From an optimization exercise on the open Yosys and OpenROAD flow, aimed at small area and a short achievable clock period; shortcuts taken in it are not production practice.
In this exercise RTL edits were held to simulation tests only and were not proved equivalent to the original.
The clock port is modelled as an ideal driver; clocking choices that lean on that would not hold on a real chip.
Power and IR drop assume default switching activity.

== wip/fjord ==
## CC_top
module CC_top(
	input  wire              clk,
	input  wire signed [3:0] in_n0,
	input  wire signed [3:0] in_n1,
	input  wire signed [3:0] in_n2,
	input  wire signed [3:0] in_n3,
	input  wire        [2:0] opt,
	output reg  signed [8:0] out_n
);
Size in the first run: ~490 cells after synthesis, roughly 2800 µm² of cells after synthesis.
clock: 18.0 ns
lec_check: 0
abc_area: 1
cap_margin: 20
core_margin: 2
core_utilization: 40
slew_margin: 20
standard.sh (not shown) runs the stock make flow with config.mk's settings and CLKGATE_MAP_FILE= SYNTH_SCRIPT=/design/flow/synth_recipe.tcl, a recipe that flattens the netlist after the stock synthesis.
==> flow/flow/run.sh <==
#!/bin/bash
# Own layout flow: the standard flow (standard.sh), with these changes:
#  - synthesis: no full/half-adder extraction (ADDER_MAP_FILE empty), so ABC
#    maps all the logic, with flow/abc_area.script as its script;
#  - ports buffered with the smallest buffer, buf_1 (BUFFER_PORTS_ARGS);
#  - the resizer's timing repairs aim for SETUP_SLACK_MARGIN ns of setup slack,
#    more than the clock needs, to speed up the paths through CC (the clock and
#    the constraints stay as they are);
#  - after clock tree synthesis, flow/post_cts.tcl can delay the clock of the
#    output registers by a short buffer chain (SKEW_CHAIN), trading slack of the
#    register-to-output paths for slack on the paths through CC.
# Everything else is the standard flow, run from an unmodified copy of ORFS's
# scripts folder (only abc_area.script replaced). Tool logs: orfs/logs/.
set -euo pipefail
W=$(pwd)
rm -rf "$W/myscripts"
cp -r "$FLOW_HOME/scripts" "$W/myscripts"
cp "$W/flow/abc_area.script" "$W/myscripts/abc_area.script"
export SCRIPTS_DIR="$W/myscripts"
export ADDER_MAP_FILE=
export ABC_AREA=1
export BUFFER_PORTS_ARGS="-buffer_cell sky130_fd_sc_hd__buf_1"
export POST_CTS_TCL="$W/flow/post_cts.tcl"
export SKEW_CHAIN=""
export REPAIR_SETUP_MARGIN=""
export SETUP_SLACK_MARGIN="13.5"
bash "$W/standard.sh" > "$W/standard.log" 2>&1
==> flow/flow/abc_area.script <==
strash
balance; rewrite; refactor; balance; rewrite; rewrite -z; balance; refactor -z; rewrite -z; balance
dch -f
amap
topo
stime -c
==> flow/flow/post_cts.tcl <==
# POST_CTS hook: delay the clock of the output registers (out_n) with a short
# chain of clock buffers. This trades slack on the register-to-output paths
# (which have plenty) for slack on the register-to-register paths through CC.
# Input registers and all IO constraints are untouched.
set chain [expr {[info exists ::env(SKEW_CHAIN)] ? $::env(SKEW_CHAIN) : ""}]
if {$chain ne ""} {
  set chain $::env(SKEW_CHAIN)
  set blk [ord::get_db_block]
  set db [ord::get_db]
  set sinks {}
  foreach inst [$blk getInsts] {
    if {[string match {out_n*} [$inst getName]] && [[$inst getMaster] isSequential]} {
      lappend sinks $inst
    }
  }
  puts "skew: [llength $sinks] output registers, chain $chain"
  set first [lindex $sinks 0]
  set oldnet [[$first findITerm CLK] getNet]
  # centroid of the sinks
  set sx 0; set sy 0
  foreach s $sinks { set loc [$s getLocation]; incr sx [lindex $loc 0]; incr sy [lindex $loc 1] }
  set cx [expr {$sx / [llength $sinks]}]; set cy [expr {$sy / [llength $sinks]}]
  set src $oldnet
  set k 0
  foreach m $chain {
    set master [$db findMaster sky130_fd_sc_hd__$m]
    set b [odb::dbInst_create $blk $master skew_buf_$k]
    $b setLocation $cx $cy
    $b setPlacementStatus PLACED
    set n [odb::dbNet_create $blk skew_clk_$k]
    $n setSigType CLOCK
    [$b findITerm A] connect $src
    [$b findITerm X] connect $n
    set src $n
    incr k
  }
  foreach s $sinks {
    set it [$s findITerm CLK]
    $it disconnect
    $it connect $src
  }
  # power pins of the new cells, by the design's stored global connections
  global_connect

  detailed_placement
}
estimate_parasitics -placement
# Optional: ask the resizer for more setup slack than the clock needs, so it
# speeds up the paths through CC (the clock and constraints stay as they are).
if {[info exists ::env(REPAIR_SETUP_MARGIN)] && $::env(REPAIR_SETUP_MARGIN) ne ""} {
  repair_timing -setup -setup_margin $::env(REPAIR_SETUP_MARGIN) -verbose
  detailed_placement
  estimate_parasitics -placement
}
report_clock_skew
repair_timing_helper -hold
detailed_placement
check_placement -verbose
wip/fjord: flow completed, timing, DRC and antenna clean
#### Input delta (wip/violet over wip/fjord)
==> flow/flow/run.sh <==
#!/bin/bash
# Own layout flow: the standard flow (standard.sh), with these synthesis changes:
#  - no full/half-adder extraction (ADDER_MAP_FILE empty), so ABC maps all logic;
#  - ABC area script replaced by flow/abc_area.script (delay-targeted mapping).
#  - ports buffered with the smallest buffer, buf_1 (BUFFER_PORTS_ARGS).
#  - after clock tree synthesis, flow/post_cts.tcl delays the clock of the output
#    registers by a short buffer chain (SKEW_CHAIN), trading the large slack of
#    the register-to-output paths for slack on the paths through CC.
#  - the same hook can ask the resizer for extra setup slack (REPAIR_SETUP_MARGIN).
# Everything else, from floorplan to the final layout, is the standard flow, run
# from an unmodified copy of ORFS's scripts folder.
set -euo pipefail
W=$(pwd)
rm -rf "$W/myscripts"
cp -r "$FLOW_HOME/scripts" "$W/myscripts"
cp "$W/flow/abc_area.script" "$W/myscripts/abc_area.script"
export SCRIPTS_DIR="$W/myscripts"
export ADDER_MAP_FILE=
export ABC_AREA=1
export BUFFER_PORTS_ARGS="-buffer_cell sky130_fd_sc_hd__buf_1"
export POST_CTS_TCL="$W/flow/post_cts.tcl"
export SKEW_CHAIN="clkbuf_1 clkbuf_1 clkbuf_4"
export REPAIR_SETUP_MARGIN=""
bash "$W/standard.sh" > "$W/standard.log" 2>&1
==> flow/flow/abc_area.script <==
strash
dch
map -D 4000
strash
dch
map -D 4000
topo
stime -c
buffer -c
upsize -c -D 4000
dnsize -c -D 4000
Results
Relative to wip/fjord, share of power burned in combinational logic increased by 0.8 points in wip/violet.
Instance count on the critical path, wip/violet and wip/fjord, higher one = wip/fjord.
wip/violet went all the way through the flow, and no timing, DRC or antenna check failed.
For wire length, dividing the value from wip/violet by the value from wip/fjord gives 0.810.
Non-clock inverter count in the final layout, wip/violet and wip/fjord: higher on wip/violet
The slowest stage cell on the critical path comes out nor4_4 in one run and dfxtp_1 in the other, namely in wip/fjord and wip/violet respectively.
Of wip/violet and wip/fjord, the lower sequential share of layout area belongs to wip/fjord.
For global-route wire length before repair, dividing the value from wip/violet by the value from wip/fjord gives 0.892.
Between wip/violet and wip/fjord, the count of cells along the worst register-to-register path is lower for wip/violet.
Between wip/violet and wip/fjord, it is wip/violet whose hold slack is lower, by 0.38 ns.
Comparing wip/fjord with wip/violet, the instance count along the most critical hold path came out essentially unchanged.
For post-route setup TNS, wip/fjord and wip/violet come out practically identical.
Compared with wip/fjord, wip/violet shows a final worst-path setup slack that is 1.44 ns higher.
Relative to wip/violet, the following input files were edited for wip/garnet:
==> flow/flow/run.sh <==
#!/bin/bash
# Own layout flow: the standard flow (standard.sh), with these synthesis changes:
#  - no full/half-adder extraction (ADDER_MAP_FILE empty), so ABC maps all logic;
#  - ABC area script replaced by flow/abc_area.script (delay-targeted mapping).
#  - ports buffered with the smallest buffer, buf_1 (BUFFER_PORTS_ARGS).
# Everything else, from floorplan to the final layout, is the standard flow, run
# from an unmodified copy of ORFS's scripts folder.
set -euo pipefail
W=$(pwd)
rm -rf "$W/myscripts"
cp -r "$FLOW_HOME/scripts" "$W/myscripts"
cp "$W/flow/abc_area.script" "$W/myscripts/abc_area.script"
export SCRIPTS_DIR="$W/myscripts"
export ADDER_MAP_FILE=
export ABC_AREA=1
export BUFFER_PORTS_ARGS="-buffer_cell sky130_fd_sc_hd__buf_1"
bash "$W/standard.sh" > "$W/standard.log" 2>&1
removed: flow/flow/post_cts.tcl
### Flow results
Via count of the first global-routing pass for wip/garnet is lower than for wip/violet. On wip/garnet: via count is 36 lower than what wip/violet gave. Number of instances in the synthesized netlist came out exactly the same in wip/violet and wip/garnet. Looking at wip/violet and wip/garnet, the sequential cell area share is a wash. Fraction of layout cells with a size suffix above 1 essentially unchanged between wip/garnet and wip/violet. Looking at worst setup slack, wip/garnet sits 0.29 ns below wip/violet.
Changes in wip/amber relative to wip/garnet:
==> flow/flow/run.sh <==
#!/bin/bash
# Own layout flow: the standard flow (standard.sh), with these synthesis changes:
#  - no full/half-adder extraction (ADDER_MAP_FILE empty), so ABC maps all logic;
#  - ABC area script replaced by flow/abc_area.script (delay-targeted mapping).
#  - ports buffered with the smallest buffer, buf_1 (BUFFER_PORTS_ARGS).
#  - after clock tree synthesis, flow/post_cts.tcl delays the clock of the output
#    registers by a short buffer chain (SKEW_CHAIN), trading the large slack of
#    the register-to-output paths for slack on the paths through CC.
#  - the same hook can ask the resizer for extra setup slack (REPAIR_SETUP_MARGIN).
# Everything else, from floorplan to the final layout, is the standard flow, run
# from an unmodified copy of ORFS's scripts folder.
set -euo pipefail
W=$(pwd)
rm -rf "$W/myscripts"
cp -r "$FLOW_HOME/scripts" "$W/myscripts"
cp "$W/flow/abc_area.script" "$W/myscripts/abc_area.script"
export SCRIPTS_DIR="$W/myscripts"
export ADDER_MAP_FILE=
export ABC_AREA=1
export BUFFER_PORTS_ARGS="-buffer_cell sky130_fd_sc_hd__buf_1"
export POST_CTS_TCL="$W/flow/post_cts.tcl"
export SKEW_CHAIN=""
export REPAIR_SETUP_MARGIN="13"
bash "$W/standard.sh" > "$W/standard.log" 2>&1
==> flow/flow/post_cts.tcl (new file) <==
# POST_CTS hook: delay the clock of the output registers (out_n) with a short
# chain of clock buffers. This trades slack on the register-to-output paths
# (which have plenty) for slack on the register-to-register paths through CC.
# Input registers and all IO constraints are untouched.
set chain [expr {[info exists ::env(SKEW_CHAIN)] ? $::env(SKEW_CHAIN) : ""}]
if {$chain ne ""} {
  set chain $::env(SKEW_CHAIN)
  set blk [ord::get_db_block]
  set db [ord::get_db]
  set sinks {}
  foreach inst [$blk getInsts] {
    if {[string match {out_n*} [$inst getName]] && [[$inst getMaster] isSequential]} {
      lappend sinks $inst
    }
  }
  puts "skew: [llength $sinks] output registers, chain $chain"
  set first [lindex $sinks 0]
  set oldnet [[$first findITerm CLK] getNet]
  # centroid of the sinks
  set sx 0; set sy 0
  foreach s $sinks { set loc [$s getLocation]; incr sx [lindex $loc 0]; incr sy [lindex $loc 1] }
  set cx [expr {$sx / [llength $sinks]}]; set cy [expr {$sy / [llength $sinks]}]
  set src $oldnet
  set k 0
  foreach m $chain {
    set master [$db findMaster sky130_fd_sc_hd__$m]
    set b [odb::dbInst_create $blk $master skew_buf_$k]
    $b setLocation $cx $cy
    $b setPlacementStatus PLACED
    set n [odb::dbNet_create $blk skew_clk_$k]
    $n setSigType CLOCK
    [$b findITerm A] connect $src
    [$b findITerm X] connect $n
    set src $n
    incr k
  }
  foreach s $sinks {
    set it [$s findITerm CLK]
    $it disconnect
    $it connect $src
  }
  # power pins of the new cells, by the design's stored global connections
  global_connect

  detailed_placement
}
estimate_parasitics -placement
# Optional: ask the resizer for more setup slack than the clock needs, so it
# speeds up the paths through CC (the clock and constraints stay as they are).
if {[info exists ::env(REPAIR_SETUP_MARGIN)] && $::env(REPAIR_SETUP_MARGIN) ne ""} {
  repair_timing -setup -setup_margin $::env(REPAIR_SETUP_MARGIN) -verbose
  detailed_placement
  estimate_parasitics -placement
}
report_clock_skew
repair_timing_helper -hold
detailed_placement
check_placement -verbose
- The growth of design area from synthesis to finish number comes out lower for wip/garnet vs wip/amber.
- The post-route worst hold slack on wip/garnet is in line with that on wip/amber.
- The met3 wire length in wip/amber sits about 1.3% above the value recorded for wip/garnet.

-- afterwards: timing with drivers on the ports --
In the flow no input, the clock included, has a driving cell. The finished layouts below were timed again as built, in two steps.
Step 1: set_driving_cell puts a clkbuf_16 on clk and a buf_2 on each other input, an assumption about the parent block.
Step 2, shift: input delay + t, output delay - t, t = (earliest + latest rising clock arrival at the registers) / 2. This alone moves slack from input paths to output paths.
a / b / c = ideal / step 1 / step 2; a / b = the first two.
run	t (ns)	slack for setup (ns)	clock arrival spread, ns	slew at the worst register clock pin (ns)	worst slew at a driven data input, ns
wip/fjord	0.324	11.667 / 11.667 / 11.667	0.005 / 0.005	0.13 / 0.13	0.04
wip/violet	0.449	13.105 / 13.105 / 13.105	0.336 / 0.336	0.10 / 0.10	0.03
wip/garnet	0.308	12.819 / 12.819 / 12.819	0.008 / 0.009	0.10 / 0.10	0.03
wip/amber	0.310	12.850 / 12.850 / 12.850	0.008 / 0.009	0.10 / 0.10	0.03
In wip/violet the clock reaches the registers at very different times; t lies between them, and the last value is a rough guide only.
